This is an optimization exercise on Yosys and OpenROAD, whose aim is small area, a short achievable clock period and few clock cycles per item, not a production implementation. At most, simulation tests tie the RTL to the original design; equivalence was not proved.

Setup of main:
==> module cordic_sqrt_seq, before the edit <==
module cordic_sqrt_seq (
 input         rstx,
 input         clk,
 input         start,
 input  [15:0] din,
 output        busy,
 output [15:0] dout
);
reg  [4:0] cnt;
wire [4:0] ncnt = start ? 5'd1 :
                  ((cnt == 5'd17) || (cnt == 5'd0)) ? 5'd0 : cnt + 5'd1;
always @(posedge clk or negedge rstx)
  if (!rstx) cnt <= 5'd0;
  else       cnt <= ncnt;
assign busy = (cnt != 5'd0);
reg [7:0] selx_n;   
reg [7:0] sely_n;   
reg       mm_n;     
reg       cord_n;   
reg       yx_n;     
always @(*) begin
  sely_n = 8'b00000001;
  case (ncnt)
  5'd1: sely_n = 8'b00000001;
  5'd2: sely_n = 8'b00000010;
  5'd3: sely_n = 8'b00000100;
  5'd4: sely_n = 8'b00001000;
  5'd5: sely_n = 8'b00001000;
  5'd6: sely_n = 8'b00010000;
  5'd7: sely_n = 8'b00100000;
  5'd8: sely_n = 8'b01000000;
  5'd9: sely_n = 8'b10000000;
  default: sely_n = 8'b00000001;
  endcase
  mm_n = 1'b0;
  case (ncnt)
  5'd10: begin selx_n = 8'b00000001; mm_n = 1'b0; end
  5'd11: begin selx_n = 8'b00000100; mm_n = 1'b1; end
  5'd12: begin selx_n = 8'b00001000; mm_n = 1'b1; end
  5'd13: begin selx_n = 8'b00000100; mm_n = 1'b0; end
  5'd14: begin selx_n = 8'b00000010; mm_n = 1'b0; end
  5'd15: begin selx_n = 8'b00000010; mm_n = 1'b1; end
  5'd16: begin selx_n = 8'b00000010; mm_n = 1'b1; end
  5'd17: begin selx_n = 8'b00000010; mm_n = 1'b0; end
  default: selx_n = sely_n;
  endcase
  cord_n = (ncnt != 5'd0) && (ncnt <= 5'd9);
  yx_n   = (ncnt >= 5'd9);
end
reg [7:0] selx, sely;
reg       cord, yx, rnd;
always @(posedge clk) begin
  selx <= selx_n;
  sely <= sely_n;
  cord <= cord_n;
  yx   <= yx_n;
  rnd  <= (ncnt == 5'd11);
end
reg  [20:0] X;
reg  [20:0] Y;
wire [28:0] yext = {{8{Y[20]}}, Y};
wire [28:0] xext = {8'd0, X};
reg  [20:0] ysh, xsh;
integer i, k;
always @(*) begin
  for (i = 0; i < 21; i = i + 1) begin
    ysh[i] = 1'b0;
    xsh[i] = 1'b0;
    for (k = 0; k < 8; k = k + 1) begin
      ysh[i] = ysh[i] | (selx[k] & yext[i + k + 1]);
      xsh[i] = xsh[i] | (sely[k] & xext[i + k + 1]);
    end
  end
  ysh[18] = ysh[18] | rnd;
end
reg         mx, cx, my;
wire [20:0] xsum;
wire [19:0] ysum;
pfx_add #(.W(21)) u_xadd (.a(X), .b(ysh ^ {21{mx}}), .ci(cx), .s(xsum));
pfx_add #(.W(20)) u_yadd (.a(Y[19:0]), .b(xsh[19:0] ^ {20{my}}), .ci(my), .s(ysum));
wire [20:0] x0 = {{1'b0, din} + 17'h02000, 4'd0};
wire [20:0] y0 = {{1'b0, din} - 17'h02000, 4'd0};
wire        ny_pos = start ? ~y0[20] : busy ? ~(yx ? xsum[20] : ysum[19]) : ~Y[20];
always @(posedge clk) begin
  mx <= cord_n ? ny_pos : mm_n;
  cx <= cord_n & ny_pos;
  my <= ny_pos;
end
always @(posedge clk)
  if (start) begin
    X <= x0;
    Y <= y0;
  end else if (busy) begin
    if (cord) X <= xsum;
    Y <= yx ? xsum : {ysum[19], ysum};
  end
assign dout = Y[19:4];
endmodule
export LEC_CHECK = 0
export CAP_MARGIN = 20
export CORE_MARGIN = 2
export CORE_UTILIZATION = 40
export CTS_BUF_LIST = sky130_fd_sc_hd__clkbuf_8
export SETUP_SLACK_MARGIN = 2.1
export SLEW_MARGIN = 20
create_clock -name core_clock -period 6.0 [get_ports {clk}]
standard.sh (not shown) runs the stock make flow with config.mk's settings and CLKGATE_MAP_FILE= SYNTH_SCRIPT=/design/flow/synth_recipe.tcl, a recipe that flattens the netlist after the stock synthesis.
==> flow/flow/run.sh <==
#!/bin/bash
# Standard layout, with the port buffers made of buf_1 cells instead of the default.
set -euo pipefail
bash standard.sh "BUFFER_PORTS_ARGS=-buffer_cell sky130_fd_sc_hd__buf_1" finish > standard_flow.log 2>&1
#### Input delta (the feature branch over main)
-- flow/design.v --
<<< main, line 124
end
reg         mx, cx, my;
wire [20:0] xsum;
wire [19:0] ysum;
pfx_add #(.W(21)) u_xadd (.a(X), .b(ysh ^ {21{mx}}), .ci(cx), .s(xsum));
pfx_add #(.W(20)) u_yadd (.a(Y[19:0]), .b(xsh[19:0] ^ {20{my}}), .ci(my), .s(ysum));
wire [20:0] x0 = {{1'b0, din} + 17'h02000, 4'd0};
wire [20:0] y0 = {{1'b0, din} - 17'h02000, 4'd0};
wire        ny_pos = start ? ~y0[20] : busy ? ~(yx ? xsum[20] : ysum[19]) : ~Y[20];
always @(posedge clk) begin
  mx <= cord_n ? ny_pos : mm_n;
>>> the feature branch, line 124
end
reg         mx, cx, my;
wire [20:0] xsum, ysum;
pfx_add #(.W(21)) u_xadd (.a(X), .b(ysh ^ {21{mx}}), .ci(cx), .s(xsum));
pfx_add #(.W(21)) u_yadd (.a(Y), .b(xsh ^ {21{my}}), .ci(my), .s(ysum));
wire [20:0] x0 = {{1'b0, din} + 17'h02000, 4'd0};
wire [20:0] y0 = {{1'b0, din} - 17'h02000, 4'd0};
wire        ny_pos = start ? ~y0[20] : busy ? ~(yx ? xsum[20] : ysum[20]) : ~Y[20];
always @(posedge clk) begin
  mx <= cord_n ? ny_pos : mm_n;
<<< main, line 142
  end else if (busy) begin
    if (cord) X <= xsum;
    Y <= yx ? xsum : {ysum[19], ysum};
  end
assign dout = Y[19:4];
>>> the feature branch, line 141
  end else if (busy) begin
    if (cord) X <= xsum;
    Y <= yx ? xsum : ysum;
  end
assign dout = Y[19:4];
Results
Clock-cell share of area in the feature branch vs main: down 0.23 points
NOTE number of standard cells in the final layout excluding fillers main->the feature branch decreased by a few percent
Relative to main, final clock period utilization by the worst path has decreased by 0.20 points in the feature branch.
The feature branch vs. main: largest net degree at the start of global routing went down by about 22%; footprint of the flip-flops and latches held; core utilization has decreased; via count fell about 6%.
Comparing main and the feature branch, the higher area of the die is on main.
As far as number of antenna violations at the first check in global routing goes, main and the feature branch are indistinguishable; the numbers are identical.
The feature branch vs main — wire length after detailed routing dropped by a few percent
On maximum frequency, main loses to the feature branch.
Testbench counts of the feature branch, summed over its fixed seeds: cycles 144,000, items 8,000.
For main, only the layout was checked, not whether the RTL still works.

[separate check: timing with driven ports]
In the flow no input, the clock included, has a driving cell. The finished layouts below were timed again as built, in two steps.
Step 1: set_driving_cell puts a clkbuf_16 on clk and a buf_2 on each other input, an assumption about the parent block.
Step 2 also shifts input and output timing later by t, the mid clock arrival at the registers, as if the neighbouring blocks saw the same clock.
Slacks: ideal / step 1 / step 2; pairs: ideal / step 1.
run | t, ns | setup slack, ns | latest minus earliest clock arrival (ns) | worst register clock-pin slew, ns
main | 0.431 | 2.261 / 2.261 / 2.172 | 0.016 / 0.017 | 0.10 / 0.10
the feature branch | 0.411 | 2.274 / 2.274 / 2.274 | 0.010 / 0.011 | 0.08 / 0.08
After both steps every run listed still meets setup and hold. For main, which loses most, drivers alone change the setup slack by 0.000 ns; drivers and shift together by -0.089 ns.
